From an optimization exercise on the open Yosys and OpenROAD flow, aimed at small area, a short achievable clock period and few clock cycles; shortcuts taken in it are not production practice. Where RTL was checked, it was by simulation tests only, not by an equivalence proof against the original. Power is estimated from default activity; no workload was simulated.

==> flow/design.v <==
`timescale 1 ns/1 ns
module SAD(Go, A_Addr, A_Data, B_Addr, B_Data, C_Addr, I_RW, I_En, O_RW, O_En, Done, SAD_Out, Clk, Rst);
   input Go;
   input [7:0] A_Data, B_Data;
   output [14:0] A_Addr, B_Addr;
   output [6:0] C_Addr;
   output I_RW, I_En, O_RW;
   output reg O_En, Done;
   output [31:0] SAD_Out;
   input Clk, Rst;
   reg [7:0]  L;           
   reg [6:0]  H;           
   reg        H7;
   reg [7:0]  x1;
   reg        c1;
   reg [15:0] Sum;
   reg        f2;          
   reg        l1, l2;      
   wire       busy = (|L) | (|H);
   wire       run = Go | busy;
   wire       lastpix = &L;
   wire       adv = run & lastpix;
   wire       fb = H[6] ^ H[5] ^ (H[5:0] == 6'd0);
   function [7:0] ks8;
      input [7:0] a, b;
      input cin;
      reg [7:0] g, p, g1, p1, g2, p2, g3;
      integer i;
      begin
         g = a & b;
         p = a | b;
         g[0] = g[0] | (p[0] & cin);
         for (i = 0; i < 8; i = i + 1) begin
            g1[i] = (i >= 1) ? g[i] | (p[i] & g[i-1]) : g[i];
            p1[i] = (i >= 1) ? p[i] & p[i-1] : p[i];
         end
         for (i = 0; i < 8; i = i + 1) begin
            g2[i] = (i >= 2) ? g1[i] | (p1[i] & g1[i-2]) : g1[i];
            p2[i] = (i >= 2) ? p1[i] & p1[i-2] : p1[i];
         end
         for (i = 0; i < 8; i = i + 1)
            g3[i] = (i >= 4) ? g2[i] | (p2[i] & g2[i-4]) : g2[i];
         ks8 = g3;
      end
   endfunction
   wire [7:0] nb = ~B_Data;
   wire [7:0] dc = ks8(A_Data, nb, 1'b0);
   wire [7:0] s = A_Data ^ nb ^ {dc[6:0], 1'b0};
   wire       c = dc[7];
   wire [15:0] base = f2 ? 16'd0 : Sum;
   wire [7:0]  lc = ks8(base[7:0], x1, c1);
   wire [7:0]  lo = base[7:0] ^ x1 ^ {lc[6:0], c1};
   wire [7:0]  hi1 = base[15:8] + 8'd1;
   wire [7:0]  hi = lc[7] ? hi1 : base[15:8];
   assign A_Addr = {H, L};
   assign B_Addr = {H, L};
   assign C_Addr = {H7, H[6:1]};
   assign I_En = 1'b1;
   assign I_RW = 1'b0;
   assign O_RW = 1'b1;
   assign SAD_Out = {16'b0, Sum};
   always @(posedge Clk) begin
      if (Rst) begin
         L <= 8'd0;
         H <= 7'd0;
      end else begin
         L <= L + {7'd0, run};
         if (adv) H <= {H[5:0], fb};
      end
      if (adv) H7 <= H[6];
      l1 <= ~Rst & lastpix;
      x1 <= s ^ {8{~c}};
      c1 <= c;
      l2 <= ~Rst & l1;
      f2 <= (L == 8'd1);
      Sum <= {hi, lo};
      O_En <= ~Rst & l2;
      Done <= ~Rst & l2 & ~busy;
   end
endmodule
export LEC_CHECK = 0
export CAP_MARGIN = 20
export CORE_MARGIN = 2
export CORE_UTILIZATION = 40
export SLEW_MARGIN = 20
create_clock -name core_clock -period 8.0 [get_ports {Clk}]
standard.sh (not shown) runs the stock make flow with config.mk's settings and CLKGATE_MAP_FILE= SYNTH_SCRIPT=/design/flow/synth_recipe.tcl, a recipe that flattens the netlist after the stock synthesis.
==> flow/flow/run.sh <==
#!/bin/bash
# Standard layout with three changes: port buffers made of buf_1 cells
# instead of the delay buffers buffer_ports picks by default, adders left to
# ABC, and no dummy loads added to the clock tree.
set -euo pipefail
bash standard.sh \
  "BUFFER_PORTS_ARGS=-buffer_cell sky130_fd_sc_hd__buf_1" \
  ADDER_MAP_FILE= \
  "CTS_ARGS=-sink_clustering_enable -repair_clock_nets -dont_use_dummy_load" \
  finish > make_finish.log 2>&1
Then changed:
--- a/flow/design.v
+++ b/flow/design.v
@@ -45,14 +45,15 @@
    endfunction
    wire [7:0] nb = ~B_Data;
    wire [7:0] dc = ks8(A_Data, nb, 1'b0);
    wire [7:0] s = A_Data ^ nb ^ {dc[6:0], 1'b0};
    wire       c = dc[7];
    wire [15:0] base = f2 ? 16'd0 : Sum;
-   wire [7:0]  lc = ks8(base[7:0], x1, c1);
-   wire [7:0]  lo = base[7:0] ^ x1 ^ {lc[6:0], c1};
+   wire [7:0]  x = x1 ^ {8{~c1}};
+   wire [7:0]  lc = ks8(base[7:0], x, c1);
+   wire [7:0]  lo = base[7:0] ^ x ^ {lc[6:0], c1};
    wire [7:0]  hi1 = base[15:8] + 8'd1;
    wire [7:0]  hi = lc[7] ? hi1 : base[15:8];
    assign A_Addr = {H, L};
    assign B_Addr = {H, L};
    assign C_Addr = {H7, H[6:1]};
    assign I_En = 1'b1;
@@ -66,13 +67,13 @@
       end else begin
          L <= L + {7'd0, run};
          if (adv) H <= {H[5:0], fb};
       end
       if (adv) H7 <= H[6];
       l1 <= ~Rst & lastpix;
-      x1 <= s ^ {8{~c}};
+      x1 <= s;
       c1 <= c;
       l2 <= ~Rst & l1;
       f2 <= (L == 8'd1);
       Sum <= {hi, lo};
       O_En <= ~Rst & l2;
       Done <= ~Rst & l2 & ~busy;
Worst hold slack gets better by 0.011 ns.
Critical path depth does not change.
Clock-buffer cell count is unchanged.
Total power climbs by a few percent.
Sequential power climbs slightly.
Synthesized cell count climbs by a little under a tenth.
Function was not checked in any run of this note: the RTL went through the layout flow alone.

========
Setup of wip/ember:
// SAD: RTL as listed in full above, without the edits since
export LEC_CHECK = 0
export CAP_MARGIN = 20
export CORE_MARGIN = 2
export CORE_UTILIZATION = 40
export SLEW_MARGIN = 20
create_clock -name core_clock -period 8.0 [get_ports {Clk}]
==> flow/flow/run.sh <==
#!/bin/bash
# Standard layout, with the port buffers made of buf_1 cells instead of the
# delay buffers buffer_ports picks by default, and adders left to ABC.
set -euo pipefail
bash standard.sh "BUFFER_PORTS_ARGS=-buffer_cell sky130_fd_sc_hd__buf_1" ADDER_MAP_FILE= finish > make_finish.log 2>&1
Changes in wip/onyx relative to wip/ember:
--- a/flow/design.v
+++ b/flow/design.v
@@ -8,17 +8,18 @@
    output reg O_En, Done;
    output [31:0] SAD_Out;
    input Clk, Rst;
    reg [7:0]  L;           
    reg [6:0]  H;           
    reg        H7;
+   reg [7:0]  Ar, Br;
    reg [7:0]  x1;
    reg        c1;
    reg [15:0] Sum;
-   reg        f2;          
-   reg        l1, l2;      
+   reg        f3;          
+   reg        l1, l2, l3;  
    wire       busy = (|L) | (|H);
    wire       run = Go | busy;
    wire       lastpix = &L;
    wire       adv = run & lastpix;
    wire       fb = H[6] ^ H[5] ^ (H[5:0] == 6'd0);
    function [7:0] ks8;
@@ -40,17 +41,17 @@
          end
          for (i = 0; i < 8; i = i + 1)
             g3[i] = (i >= 4) ? g2[i] | (p2[i] & g2[i-4]) : g2[i];
          ks8 = g3;
       end
    endfunction
-   wire [7:0] nb = ~B_Data;
-   wire [7:0] dc = ks8(A_Data, nb, 1'b0);
-   wire [7:0] s = A_Data ^ nb ^ {dc[6:0], 1'b0};
+   wire [7:0] nb = ~Br;
+   wire [7:0] dc = ks8(Ar, nb, 1'b0);
+   wire [7:0] s = Ar ^ nb ^ {dc[6:0], 1'b0};
    wire       c = dc[7];
-   wire [15:0] base = f2 ? 16'd0 : Sum;
+   wire [15:0] base = f3 ? 16'd0 : Sum;
    wire [7:0]  lc = ks8(base[7:0], x1, c1);
    wire [7:0]  lo = base[7:0] ^ x1 ^ {lc[6:0], c1};
    wire [7:0]  hi1 = base[15:8] + 8'd1;
    wire [7:0]  hi = lc[7] ? hi1 : base[15:8];
    assign A_Addr = {H, L};
    assign B_Addr = {H, L};
@@ -66,15 +67,18 @@
       end else begin
          L <= L + {7'd0, run};
          if (adv) H <= {H[5:0], fb};
       end
       if (adv) H7 <= H[6];
       l1 <= ~Rst & lastpix;
+      Ar <= A_Data;
+      Br <= B_Data;
+      l2 <= ~Rst & l1;
       x1 <= s ^ {8{~c}};
       c1 <= c;
-      l2 <= ~Rst & l1;
-      f2 <= (L == 8'd1);
+      l3 <= ~Rst & l2;
+      f3 <= (L == 8'd2);
       Sum <= {hi, lo};
-      O_En <= ~Rst & l2;
-      Done <= ~Rst & l2 & ~busy;
+      O_En <= ~Rst & l3;
+      Done <= ~Rst & l3 & ~busy;
    end
 endmodule
Findings:
- The worst setup path endpoint comes out SAD_Out[3] in one run and x1[2]$_DFF_P_ in the other, namely in wip/onyx and wip/ember respectively.
- Between wip/onyx and wip/ember, it is wip/onyx whose final wirelength is higher, by 22%.
- Sequential share of layout area (higher): wip/onyx
- Setup slack in wip/onyx is larger than in wip/ember.
- Looking at synthesized cell count across wip/ember and wip/onyx, the one that comes out higher is wip/onyx.
- NOTE: worst-case clock skew in wip/onyx exceeds that of wip/ember
No functional check of the RTL was part of any run of this note.

========
## JK
SAD, a different RTL version from the one above (not shown whole).
Size: about 300 cells after synthesis, roughly 46 flip-flops, about 0.0026 mm^2 of cells after synthesis.
==> module SAD, before the edit <==
module SAD(Go, A_Addr, A_Data, B_Addr, B_Data, C_Addr, I_RW, I_En, O_RW, O_En, Done, SAD_Out, Clk, Rst);
   input Go;
   input [7:0] A_Data, B_Data;
   output [14:0] A_Addr, B_Addr;
   output [6:0] C_Addr;
   output I_RW, I_En, O_RW;
   output reg O_En, Done;
   output [31:0] SAD_Out;
   input Clk, Rst;
   reg [7:0]  L;           
   reg [6:0]  H;           
   reg        H7;
   reg [7:0]  x1;
   reg        c1n;
   reg [15:0] Sum;
   reg        f2;          
   reg        l1, l2;      
   wire       busy = (|L) | (|H);
   wire       run = Go | busy;
   wire       lastpix = &L;
   wire       adv = run & lastpix;
   wire       fb = H[6] ^ H[5] ^ (H[5:0] == 6'd0);
   wire [7:0] ag = A_Data & ~B_Data;
   wire [7:0] ap = A_Data | ~B_Data;
   wire [7:0] ah = ~(A_Data ^ B_Data);
   wire n10, n32, q32, n54, q54, n76, q76;      
   wire g20, g30, g64, p64, g74, p74;           
   wire n40, n50, n60, n70;                     
   sad_g  #(4'b0001)   l1a(.gh(ag[1]), .ph(ap[1]), .gl(ag[0]), .g(n10));
   sad_gp #(6'b000011) l1b(.gh(ag[3]), .ph(ap[3]), .gl(ag[2]), .pl(ap[2]), .g(n32), .p(q32));
   sad_gp #(6'b000011) l1c(.gh(ag[5]), .ph(ap[5]), .gl(ag[4]), .pl(ap[4]), .g(n54), .p(q54));
   sad_gp #(6'b000011) l1d(.gh(ag[7]), .ph(ap[7]), .gl(ag[6]), .pl(ap[6]), .g(n76), .p(q76));
   sad_g  #(4'b0010)   l2a(.gh(ag[2]), .ph(ap[2]), .gl(n10), .g(g20));
   sad_g  #(4'b1110)   l2b(.gh(n32), .ph(q32), .gl(n10), .g(g30));
   sad_gp #(6'b001100) l2c(.gh(ag[6]), .ph(ap[6]), .gl(n54), .pl(q54), .g(g64), .p(p64));
   sad_gp #(6'b111100) l2d(.gh(n76), .ph(q76), .gl(n54), .pl(q54), .g(g74), .p(p74));
   sad_g  #(4'b0001)   l3a(.gh(ag[4]), .ph(ap[4]), .gl(g30), .g(n40));
   sad_g  #(4'b1101)   l3b(.gh(n54), .ph(q54), .gl(g30), .g(n50));
   sad_g  #(4'b0001)   l3c(.gh(g64), .ph(p64), .gl(g30), .g(n60));
   sad_g  #(4'b0001)   l3d(.gh(g74), .ph(p74), .gl(g30), .g(n70));
   wire [7:0] s;
   assign s[0] = ah[0];
   sad_x  u_s1(.a(ah[1]), .b(ag[0]), .y(s[1]));
   sad_xn u_s2(.a(ah[2]), .b(n10), .y(s[2]));
   sad_x  u_s3(.a(ah[3]), .b(g20), .y(s[3]));
   sad_x  u_s4(.a(ah[4]), .b(g30), .y(s[4]));
   sad_xn u_s5(.a(ah[5]), .b(n40), .y(s[5]));
   sad_xn u_s6(.a(ah[6]), .b(n50), .y(s[6]));
   sad_xn u_s7(.a(ah[7]), .b(n60), .y(s[7]));
   wire        c1 = ~c1n;
   wire [7:0]  x = x1 ^ {8{c1n}};
   wire [15:0] base = f2 ? 16'd0 : Sum;
   wire [7:0]  bg = base[7:0] & x;
   wire [7:0]  bp = base[7:0] | x;
   wire [7:0]  bh = base[7:0] ^ x;
   wire        bg0;
   sad_g u_b0(.gh(bg[0]), .ph(bp[0]), .gl(c1), .g(bg0));
   wire [7:0]  bc;         
   sad_pfx8 u_pb(.g({bg[7:1], bg0}), .p(bp), .c(bc));
   wire [7:0]  lo = bh ^ {bc[6:0], c1};
   wire [7:0]  hp;         
   assign hp[0] = 1'b1;
   genvar hi_i;
   generate
      for (hi_i = 1; hi_i < 8; hi_i = hi_i + 1) begin : hpg
         assign hp[hi_i] = &base[hi_i+7:8];
      end
   endgenerate
   wire [7:0]  hi = base[15:8] ^ (hp & {8{bc[7]}});
   assign A_Addr = {H, L};
   assign B_Addr = {H, L};
   assign C_Addr = {H7, H[6:1]};
   assign I_En = 1'b1;
   assign I_RW = 1'b0;
   assign O_RW = 1'b1;
   assign SAD_Out = {16'b0, Sum};
   always @(posedge Clk) begin
      if (Rst) begin
         L <= 8'd0;
         H <= 7'd0;
      end else begin
         L <= L + {7'd0, run};
         if (adv) H <= {H[5:0], fb};
      end
      if (adv) H7 <= H[6];
      l1 <= ~Rst & lastpix;
      x1 <= s;
      c1n <= n70;
      l2 <= ~Rst & l1;
      f2 <= (L == 8'd1);
      Sum <= {hi, lo};
      O_En <= ~Rst & l2;
      Done <= ~Rst & l2 & ~busy;
   end
endmodule
clock: 8.0 ns
lec_check: 0
cap_margin: 20
core_margin: 2
core_utilization: 45
slew_margin: 20
synth_hierarchical: 1
synth_minimum_keep_size: 0
==> flow/flow/run.sh <==
#!/bin/bash
# Standard layout with three changes: port buffers made of buf_1 cells
# instead of the delay buffers buffer_ports picks by default, adders left to
# ABC, no dummy loads added to the clock tree, and timing repair aimed 5.4 ns below the period.
set -euo pipefail
bash standard.sh \
  "BUFFER_PORTS_ARGS=-buffer_cell sky130_fd_sc_hd__buf_1" \
  ADDER_MAP_FILE= \
  "CTS_ARGS=-sink_clustering_enable -repair_clock_nets -dont_use_dummy_load" \
  SETUP_SLACK_MARGIN=5.4 \
  finish > make_finish.log 2>&1
Per the final summary, JK finished and its layout is clean on timing, DRC and antenna.
Testbench counts of JK, summed over its fixed seeds: cycles 393,246.
The following lists how MS was set up differently from JK:
--- a/flow/design.v
+++ b/flow/design.v
@@ -56,21 +56,14 @@
    wire [7:0]  bh = base[7:0] ^ x;
    wire        bg0;
    sad_g u_b0(.gh(bg[0]), .ph(bp[0]), .gl(c1), .g(bg0));
    wire [7:0]  bc;         
    sad_pfx8 u_pb(.g({bg[7:1], bg0}), .p(bp), .c(bc));
    wire [7:0]  lo = bh ^ {bc[6:0], c1};
-   wire [7:0]  hp;         
-   assign hp[0] = 1'b1;
-   genvar hi_i;
-   generate
-      for (hi_i = 1; hi_i < 8; hi_i = hi_i + 1) begin : hpg
-         assign hp[hi_i] = &base[hi_i+7:8];
-      end
-   endgenerate
-   wire [7:0]  hi = base[15:8] ^ (hp & {8{bc[7]}});
+   wire [7:0]  hi1 = base[15:8] + 8'd1;
+   wire [7:0]  hi = bc[7] ? hi1 : base[15:8];
    assign A_Addr = {H, L};
    assign B_Addr = {H, L};
    assign C_Addr = {H7, H[6:1]};
    assign I_En = 1'b1;
    assign I_RW = 1'b0;
    assign O_RW = 1'b1;
Results
Total power (MS over JK): decrease, 2.0%
Across both runs, overall die area was higher for MS than for JK.
MS: ratio of total power to cell area is 6.2 mW/mm^2 lower than what JK reported.
Taking JK as the reference, in MS core utilization down 0.19 points; synthesized instance count up 1.0%; detailed-route wire length up about 1.6%.
Only the layout flow was run in MS; the RTL was not checked for function there.

========
SAD, a different RTL version from the one above (not shown whole).
Size: roughly 310 cells after synthesis, ~46 flip-flops, about 93 I/O pins, about 2700 um^2 of cells after synthesis.
==> module SAD, before the edit <==
module SAD(Go, A_Addr, A_Data, B_Addr, B_Data, C_Addr, I_RW, I_En, O_RW, O_En, Done, SAD_Out, Clk, Rst);
   input Go;
   input [7:0] A_Data, B_Data;
   output [14:0] A_Addr, B_Addr;
   output [6:0] C_Addr;
   output I_RW, I_En, O_RW;
   output reg O_En, Done;
   output [31:0] SAD_Out;
   input Clk, Rst;
   reg [7:0]  L;           
   reg [6:0]  H;           
   reg        H7;
   reg [7:0]  x1;
   reg        c1n;
   reg [15:0] Sum;
   reg        f2;          
   reg        l1, l2;      
   wire       busy = (|L) | (|H);
   wire       run = Go | busy;
   wire       lastpix = &L;
   wire       adv = run & lastpix;
   wire       fb = H[6] ^ H[5] ^ (H[5:0] == 6'd0);
   wire [7:0] ag = A_Data & ~B_Data;
   wire [7:0] ap = A_Data | ~B_Data;
   wire [7:0] ah = ~(A_Data ^ B_Data);
   wire n10, n32, q32, n54, q54, n76, q76;      
   wire g20, g30, g64, p64, g74, p74;           
   wire n40, n50, n60, n70;                     
   sad_g  #(4'b0001)   l1a(.gh(ag[1]), .ph(ap[1]), .gl(ag[0]), .g(n10));
   sad_gp #(6'b000011) l1b(.gh(ag[3]), .ph(ap[3]), .gl(ag[2]), .pl(ap[2]), .g(n32), .p(q32));
   sad_gp #(6'b000011) l1c(.gh(ag[5]), .ph(ap[5]), .gl(ag[4]), .pl(ap[4]), .g(n54), .p(q54));
   sad_gp #(6'b000011) l1d(.gh(ag[7]), .ph(ap[7]), .gl(ag[6]), .pl(ap[6]), .g(n76), .p(q76));
   sad_g  #(4'b0010)   l2a(.gh(ag[2]), .ph(ap[2]), .gl(n10), .g(g20));
   sad_g  #(4'b1110)   l2b(.gh(n32), .ph(q32), .gl(n10), .g(g30));
   sad_gp #(6'b001100) l2c(.gh(ag[6]), .ph(ap[6]), .gl(n54), .pl(q54), .g(g64), .p(p64));
   sad_gp #(6'b111100) l2d(.gh(n76), .ph(q76), .gl(n54), .pl(q54), .g(g74), .p(p74));
   sad_g  #(4'b0001)   l3a(.gh(ag[4]), .ph(ap[4]), .gl(g30), .g(n40));
   sad_g  #(4'b1101)   l3b(.gh(n54), .ph(q54), .gl(g30), .g(n50));
   sad_g  #(4'b0001)   l3c(.gh(g64), .ph(p64), .gl(g30), .g(n60));
   sad_g  #(4'b0001)   l3d(.gh(g74), .ph(p74), .gl(g30), .g(n70));
   wire [7:0] s;
   assign s[0] = ah[0];
   sad_x  u_s1(.a(ah[1]), .b(ag[0]), .y(s[1]));
   sad_xn u_s2(.a(ah[2]), .b(n10), .y(s[2]));
   sad_x  u_s3(.a(ah[3]), .b(g20), .y(s[3]));
   sad_x  u_s4(.a(ah[4]), .b(g30), .y(s[4]));
   sad_xn u_s5(.a(ah[5]), .b(n40), .y(s[5]));
   sad_xn u_s6(.a(ah[6]), .b(n50), .y(s[6]));
   sad_xn u_s7(.a(ah[7]), .b(n60), .y(s[7]));
   wire        c1 = ~c1n;
   wire [7:0]  x = x1 ^ {8{c1n}};
   wire [15:0] base = f2 ? 16'd0 : Sum;
   wire [7:0]  bg = base[7:0] & x;
   wire [7:0]  bp = base[7:0] | x;
   wire [7:0]  bh = base[7:0] ^ x;
   wire        bg0;
   sad_g u_b0(.gh(bg[0]), .ph(bp[0]), .gl(c1), .g(bg0));
   wire [7:0]  bc;         
   sad_pfx8 u_pb(.g({bg[7:1], bg0}), .p(bp), .c(bc));
   wire [7:0]  lo = bh ^ {bc[6:0], c1};
   wire [7:0]  hp;         
   assign hp[0] = 1'b1;
   genvar hi_i;
   generate
      for (hi_i = 1; hi_i < 8; hi_i = hi_i + 1) begin : hpg
         assign hp[hi_i] = &base[hi_i+7:8];
      end
   endgenerate
   wire [7:0]  hi;
   generate
      for (hi_i = 0; hi_i < 8; hi_i = hi_i + 1) begin : hix
         sad_ax u_hx(.a(base[hi_i+8]), .b(hp[hi_i]), .c(bc[7]), .y(hi[hi_i]));
      end
   endgenerate
   assign A_Addr = {H, L};
   assign B_Addr = {H, L};
   assign C_Addr = {H7, H[6:1]};
   assign I_En = 1'b1;
   assign I_RW = 1'b0;
   assign O_RW = 1'b1;
   assign SAD_Out = {16'b0, Sum};
   always @(posedge Clk) begin
      if (Rst) begin
         L <= 8'd0;
         H <= 7'd0;
      end else begin
         L <= L + {7'd0, run};
         if (adv) H <= {H[5:0], fb};
      end
      if (adv) H7 <= H[6];
      l1 <= ~Rst & lastpix;
      x1 <= s;
      c1n <= n70;
      l2 <= ~Rst & l1;
      f2 <= (L == 8'd1);
      Sum <= {hi, lo};
      O_En <= ~Rst & l2;
      Done <= ~Rst & l2 & ~busy;
   end
endmodule
==> module sad_ax, before the edit <==
module sad_ax(a, b, c, y);
   input a, b, c;
   output y;
   assign y = a ^ (b & c);
endmodule
export LEC_CHECK = 0
export CAP_MARGIN = 20
export CORE_MARGIN = 2
export CORE_UTILIZATION = 45
export SLEW_MARGIN = 20
export SYNTH_HIERARCHICAL = 1
export SYNTH_MINIMUM_KEEP_SIZE = 0
create_clock -name core_clock -period 8.0 [get_ports {Clk}]
==> flow/flow/run.sh <==
#!/bin/bash
# Standard layout with three changes: port buffers made of buf_1 cells
# instead of the delay buffers buffer_ports picks by default, adders left to
# ABC, no dummy loads added to the clock tree, and timing repair aimed 5.5 ns below the period.
set -euo pipefail
bash standard.sh \
  "BUFFER_PORTS_ARGS=-buffer_cell sky130_fd_sc_hd__buf_1" \
  ADDER_MAP_FILE= \
  "CTS_ARGS=-sink_clustering_enable -repair_clock_nets -dont_use_dummy_load" \
  SETUP_SLACK_MARGIN=5.5 \
  finish > make_finish.log 2>&1
The first run completed with no timing, DRC or antenna violations.
Rerun with:
--- a/flow/design.v
+++ b/flow/design.v
@@ -56,24 +56,18 @@
    wire [7:0]  bh = base[7:0] ^ x;
    wire        bg0;
    sad_g u_b0(.gh(bg[0]), .ph(bp[0]), .gl(c1), .g(bg0));
    wire [7:0]  bc;         
    sad_pfx8 u_pb(.g({bg[7:1], bg0}), .p(bp), .c(bc));
    wire [7:0]  lo = bh ^ {bc[6:0], c1};
-   wire [7:0]  hp;         
-   assign hp[0] = 1'b1;
-   genvar hi_i;
+   wire [7:0]  hi1 = base[15:8] + 8'd1;
+   wire [7:0]  hi;
+   genvar hm_i;
    generate
-      for (hi_i = 1; hi_i < 8; hi_i = hi_i + 1) begin : hpg
-         assign hp[hi_i] = &base[hi_i+7:8];
-      end
-   endgenerate
-   wire [7:0]  hi;
-   generate
-      for (hi_i = 0; hi_i < 8; hi_i = hi_i + 1) begin : hix
-         sad_ax u_hx(.a(base[hi_i+8]), .b(hp[hi_i]), .c(bc[7]), .y(hi[hi_i]));
+      for (hm_i = 0; hm_i < 8; hm_i = hm_i + 1) begin : him
+         sad_mux u_hm(.s(bc[7]), .a(hi1[hm_i]), .b(base[hm_i+8]), .y(hi[hm_i]));
       end
    endgenerate
    assign A_Addr = {H, L};
    assign B_Addr = {H, L};
    assign C_Addr = {H7, H[6:1]};
    assign I_En = 1'b1;
@@ -116,16 +110,16 @@
    wire iph = ph ^ INV[4];
    wire igl = gl ^ INV[3];
    wire ipl = pl ^ INV[2];
    assign g = (igh | (iph & igl)) ^ INV[1];
    assign p = (iph & ipl) ^ INV[0];
 endmodule
-module sad_ax(a, b, c, y);
-   input a, b, c;
+module sad_mux(s, a, b, y);
+   input s, a, b;
    output y;
-   assign y = a ^ (b & c);
+   assign y = s ? a : b;
 endmodule
 module sad_x(a, b, y);
    input a, b;
    output y;
    assign y = a ^ b;
 endmodule
Effect: Wire length climbs by about 7%. Final cell count climbs by about 1.4%. Worst setup slack got worse by 8.2 ps. Die area climbs by 3.5%. Final area climbs by 4.5%.
No functional check of the RTL was part of any run of this note.

## afterwards: timing with drivers on the ports
The results above use ideal ports. As a check the final layouts listed here were re-extracted and re-timed, cells and wires unchanged. Step 1 sets driving cells, clkbuf_16 on the clock port and buf_2 on the other inputs (assumed; they add their load-dependent delay and slew). Step 2 adds t to the input delays and takes it off the output delays; t is the mean of the earliest and latest rising clock arrival at the registers after step 1. Input paths then give back, and output paths get back, about the clock's delay inside the block. a / b / c = ideal ports / drivers / drivers and shift; a / b = the first two.
| run | t, ns | setup slack, ns | pins driven straight from the clock port |
|---|---|---|---|
| the first run of note 1 | 0.313 | 4.638 / 4.642 / 4.329 | 1 |
| the second run of note 1 | 0.317 | 4.675 / 4.680 / 4.363 | 1 |
| wip/ember | 0.321 | 4.650 / 4.654 / 4.333 | 1 |
| wip/onyx | 0.366 | 5.343 / 5.312 / 5.537 | 1 |
| JK | 0.310 | 5.469 / 5.442 / 5.206 | 1 |
| MS | 0.313 | 5.460 / 5.432 / 5.165 | 1 |
| the first run of note 4 | 0.313 | 5.551 / 5.522 / 5.347 | 1 |
| the second run of note 4 | 0.322 | 5.543 / 5.513 / 5.325 | 1 |
After both steps setup and hold are still met in every run listed. The setup slack of wip/ember, which loses most, moves by +0.004 ns with the drivers and by -0.317 ns with both steps.
